This is an optimization exercise on Yosys and OpenROAD, whose aim is small area and a short achievable clock period, not a production implementation. Where RTL was checked, it was by simulation tests only, not by an equivalence proof against the original.

Design SRGL, start of the top module:
module SRGL(
    input wire clk,
    input wire reset,
    input wire mov,
    input wire signed [31:0] mpu_valor,
    input wire [7:0] letra_base,
    input wire mpu_valid,
    output reg ready,
    output reg [7:0] letra_final
);
Size in the first run: about 3800 cells after synthesis, ~53 I/O pins, about 48000 sq um of cells after synthesis.
export LEC_CHECK = 0
export ABC_AREA = 0
export CAP_MARGIN = 20
export CORE_MARGIN = 2
export CORE_UTILIZATION = 65
export CTS_CLUSTER_DIAMETER = 80
export CTS_CLUSTER_SIZE = 30
export SLEW_MARGIN = 20
export SYNTH_HIERARCHICAL = 1
export SYNTH_MINIMUM_KEEP_SIZE = 0
create_clock -name core_clock -period 90.0 [get_ports {clk}]
run.sh (not shown) runs the stock make flow with config.mk's settings and CLKGATE_MAP_FILE= SYNTH_SCRIPT=/design/flow/synth_recipe.tcl, a recipe that flattens the netlist after the stock synthesis.
Rerun with:
--- a/flow/design.v
+++ b/flow/design.v
@@ -112,17 +112,20 @@
 wire [15:0] zz;                                   
 wire [13:0] mx = -zz[13:0];
 wire [6:0] mxh = ~zz[15:9] + {6'd0, (zz[8:0] == 9'd0)};   
 wire [7:0] dmax = {hmax[6], hmax} - {mxh[6], mxh};
 wire [7:0] dmin = {mxh[6], mxh} - {hmin[6], hmin};
 wire span_ok = (dmax[7] | ~|dmax[6:4]) & (dmin[7] | ~|dmin[6:4]);    
 wire [1:0] msel = {letra_base[3], letra_base[3] ? letra_base[2] : letra_base[1]};    
 wire [15:0] mf;
-srgl_dec u_dec (.b(letra_base[3:1]), .mf(mf));
+genvar g;
+generate for (g = 0; g < 16; g = g + 1) begin : mfg
+    assign mf[g] = (msel == 2'd0) ? g[0] : (msel == 2'd1) ? g[1] : (msel == 2'd2) ? g[2] : g[3];
+end endgenerate
 reg [14:0] qsel;
 always @(*) begin
     case (msel)
         2'd0: qsel = 15'd4525;
         2'd1: qsel = 15'd13522;
         2'd2: qsel = 15'd4505;
         default: qsel = 15'd13493;
     endcase
@@ -6694,34 +6697,16 @@
 endmodule
 module srgl_fa(input wire a, input wire b, input wire c, output wire s, output wire co);
 assign s = a ^ b ^ c;
 assign co = (a & b) | (a & c) | (b & c);
 endmodule
 module srgl_nor(input wire a, input wire b, output wire y);
 assign y = ~(a | b);
 endmodule
-module srgl_dec(input wire [3:1] b, output wire [15:0] mf);
-assign mf[0] = b[3] ? 1'b0 : 1'b0;
-assign mf[1] = b[3] ? 1'b0 : ~b[1];
-assign mf[2] = b[3] ? 1'b0 : b[1];
-assign mf[3] = b[3] ? 1'b0 : 1'b1;
-assign mf[4] = b[3] ? ~b[2] : 1'b0;
-assign mf[5] = b[3] ? ~b[2] : ~b[1];
-assign mf[6] = b[3] ? ~b[2] : b[1];
-assign mf[7] = b[3] ? ~b[2] : 1'b1;
-assign mf[8] = b[3] ? b[2] : 1'b0;
-assign mf[9] = b[3] ? b[2] : ~b[1];
-assign mf[10] = b[3] ? b[2] : b[1];
-assign mf[11] = b[3] ? b[2] : 1'b1;
-assign mf[12] = b[3] ? 1'b1 : 1'b0;
-assign mf[13] = b[3] ? 1'b1 : ~b[1];
-assign mf[14] = b[3] ? 1'b1 : b[1];
-assign mf[15] = b[3] ? 1'b1 : 1'b1;
-endmodule
 module srgl_inv(input wire a, output wire y);
 assign y = ~a;
 endmodule
 module srgl_nand(input wire a, input wire b, output wire y);
 assign y = ~(a & b);
 endmodule
 module srgl_nor2(input wire a, input wire b, output wire y);
 assign y = ~(a | b);
Effect: The new run finished clean; die area rose by 0.32%; non-clock buffer count rises by 2; worst setup slack gets worse by 440 ps; design area is about the same; worst hold slack gains 31 ps; cell count hardly moves.
For the second run of this note, only the layout was checked, not whether the RTL still works.

run A:
Another version of the RTL of SRGL (not shown whole).
For scale: about 53 I/O pins, about 0.047 mm2 of cells after synthesis.
==> flow/design.v (excerpt) <==
module SRGL(
    input wire clk,
    input wire reset,
    input wire mov,
    input wire signed [31:0] mpu_valor,
    input wire [7:0] letra_base,
    input wire mpu_valid,
    output reg ready,
    output reg [7:0] letra_final
);
reg [4:0] write_ptr;
reg buffer_full;
reg [13:0] sr0;
reg [13:0] sr1;
reg [13:0] sr2;
reg [13:0] sr3;
reg [13:0] sr4;
reg [13:0] sr5;
reg [13:0] sr6;
reg [13:0] sr7;
reg [13:0] sr8;
reg [13:0] sr9;
reg [13:0] sr10;
reg [13:0] sr11;
reg [13:0] sr12;
reg [13:0] sr13;
reg [13:0] sr14;
reg [13:0] sr15;
reg [13:0] sr16;
reg [13:0] sr17;
reg [13:0] sr18;
reg [13:0] sr19;
reg [13:0] sr20;
reg [13:0] sr21;
reg [13:0] sr22;
reg [13:0] sr23;
reg [13:0] sr24;
reg [13:0] sr25;
reg [13:0] sr26;
reg [13:0] sr27;
reg [13:0] sr28;
reg [13:0] sr29;
reg [20:0] acc;         
reg signed [6:0] hmin, hmax;  
wire en = mpu_valid & ~buffer_full;
wire first = (write_ptr == 5'd0);
wire [15:0] x = mpu_valor[15:0];
wire signed [6:0] xh = mpu_valor[15:9];
always @(posedge clk or posedge reset) begin
    if (reset) begin
        write_ptr <= 5'd0;
        buffer_full <= 1'b0;
    end else begin
        if (en) begin
            if (write_ptr == 5'd29) buffer_full <= 1'b1;
            else write_ptr <= write_ptr + 5'd1;
        end
        if (!mov) begin
            write_ptr <= 5'd0;
            buffer_full <= 1'b0;
        end
    end
end
wire [20:0] acc_base = first ? 21'd0 : acc;
wire [20:0] acc_next;
always @(posedge clk) begin
    if (en) begin
        sr0 <= ~x[13:0];
        sr1 <= sr0;
        sr2 <= sr1;
        sr3 <= sr2;
  ...
==> module srgl_dec, before the edit <==
module srgl_dec(input wire [3:1] b, output wire [15:0] mf);
assign mf[0] = 1'b0;
assign mf[1] = ~b[3] & ~b[1];
assign mf[2] = b[1];
assign mf[3] = ~b[3];
assign mf[4] = ~b[2];
assign mf[5] = ~b[1] & ~(b[3] & b[2]);
assign mf[6] = ~b[2] | b[1];
assign mf[7] = ~b[3] | ~b[2];
assign mf[8] = b[3] & b[2];
assign mf[9] = b[2] & ~b[1];
assign mf[10] = b[1] | (b[3] & b[2]);
assign mf[11] = b[2];
assign mf[12] = b[3];
assign mf[13] = ~b[1];
assign mf[14] = b[3] | b[1];
assign mf[15] = 1'b1;
endmodule
Settings: LEC_CHECK=0, ABC_AREA=1, CAP_MARGIN=20, CORE_MARGIN=2, CORE_UTILIZATION=65, CTS_CLUSTER_DIAMETER=80, CTS_CLUSTER_SIZE=30, PLACE_DENSITY=0.75, SLEW_MARGIN=20, SYNTH_HIERARCHICAL=1, SYNTH_MINIMUM_KEEP_SIZE=0; clock period 90.0 ns.
What run B does differently from run A at the input level:
--- a/flow/design.v
+++ b/flow/design.v
@@ -6735,28 +6735,28 @@
 assign co = (a & b) | (a & c) | (b & c);
 endmodule
 module srgl_nor(input wire a, input wire b, output wire y);
 assign y = ~(a | b);
 endmodule
 module srgl_dec(input wire [3:1] b, output wire [15:0] mf);
-assign mf[0] = 1'b0;
-assign mf[1] = ~b[3] & ~b[1];
-assign mf[2] = b[1];
-assign mf[3] = ~b[3];
-assign mf[4] = ~b[2];
-assign mf[5] = ~b[1] & ~(b[3] & b[2]);
-assign mf[6] = ~b[2] | b[1];
-assign mf[7] = ~b[3] | ~b[2];
-assign mf[8] = b[3] & b[2];
-assign mf[9] = b[2] & ~b[1];
-assign mf[10] = b[1] | (b[3] & b[2]);
-assign mf[11] = b[2];
-assign mf[12] = b[3];
-assign mf[13] = ~b[1];
-assign mf[14] = b[3] | b[1];
-assign mf[15] = 1'b1;
+assign mf[0] = b[3] ? 1'b0 : 1'b0;
+assign mf[1] = b[3] ? 1'b0 : ~b[1];
+assign mf[2] = b[3] ? 1'b0 : b[1];
+assign mf[3] = b[3] ? 1'b0 : 1'b1;
+assign mf[4] = b[3] ? ~b[2] : 1'b0;
+assign mf[5] = b[3] ? ~b[2] : ~b[1];
+assign mf[6] = b[3] ? ~b[2] : b[1];
+assign mf[7] = b[3] ? ~b[2] : 1'b1;
+assign mf[8] = b[3] ? b[2] : 1'b0;
+assign mf[9] = b[3] ? b[2] : ~b[1];
+assign mf[10] = b[3] ? b[2] : b[1];
+assign mf[11] = b[3] ? b[2] : 1'b1;
+assign mf[12] = b[3] ? 1'b1 : 1'b0;
+assign mf[13] = b[3] ? 1'b1 : ~b[1];
+assign mf[14] = b[3] ? 1'b1 : b[1];
+assign mf[15] = b[3] ? 1'b1 : 1'b1;
 endmodule
 module srgl_sel(input wire en, input wire big, input wire [2:0] late, output wire sel);
 assign sel = en & ~big & ~|late;
 endmodule
 module srgl_ao21(input wire a, input wire b, input wire c, output wire y);
 assign y = (a & b) | c;
--- outcome ---
No run among run B and run A stopped early or left any final violation; all are clean. Compared run B against run A; cell area after placement within noise. When the final numbers for run B and run A were put side by side, the signed area change from the synthesized netlist to the final layout turned out to be smaller in run A. Delta (run B minus run A): global routing usage on met2 comparable, cell count after placement was more or less identical, average footprint of a synthesized cell barely changed, final-layout clock buffer total rose by 5.6%. Number of global-route vias before repair, run B and run A, higher one = run B. There was hardly any difference in horizontal die dimension between run B and run A. | clock latency reported for the late side of the worst-skew pair | run B vs run A | ≈ equal |. Summary: wire length of the first global-routing pass, run B worse than run A. Run A -> run B: cell area flat.

## re-timing with driven ports
The results above use ideal ports. As a check the final layouts listed here were re-extracted and re-timed, cells and wires unchanged. Step 1 assumes that a clkbuf_16 drives the clock port and a buf_2 every other input. Step 2 times the ports against the registers' clock, not the clock port: input delays grow and output delays shrink by t, the midpoint of the rising clock arrivals with the driver on. Slacks: ideal / step 1 / step 2; pairs: ideal / step 1.
run | shift t [ns] | setup slack, ns | worst setup path at the end | clock arrival spread, ns | pins driven straight from the clock port
the first run of note 1 | 0.662 | 59.905 / 59.948 / 59.286 | input to register | 0.042 / 0.042 | 1
the second run of note 1 | 0.664 | 59.465 / 59.504 / 58.840 | input to register | 0.031 / 0.032 | 1
run A | 0.654 | 60.432 / 60.468 / 59.814 | input to register | 0.027 / 0.026 | 1
run B | 0.652 | 60.518 / 60.563 / 59.911 | input to register | 0.041 / 0.040 | 1
After both steps every run listed still meets setup and hold. For the second run of note 1, which loses most, drivers alone change the setup slack by +0.039 ns; drivers and shift together by -0.625 ns.
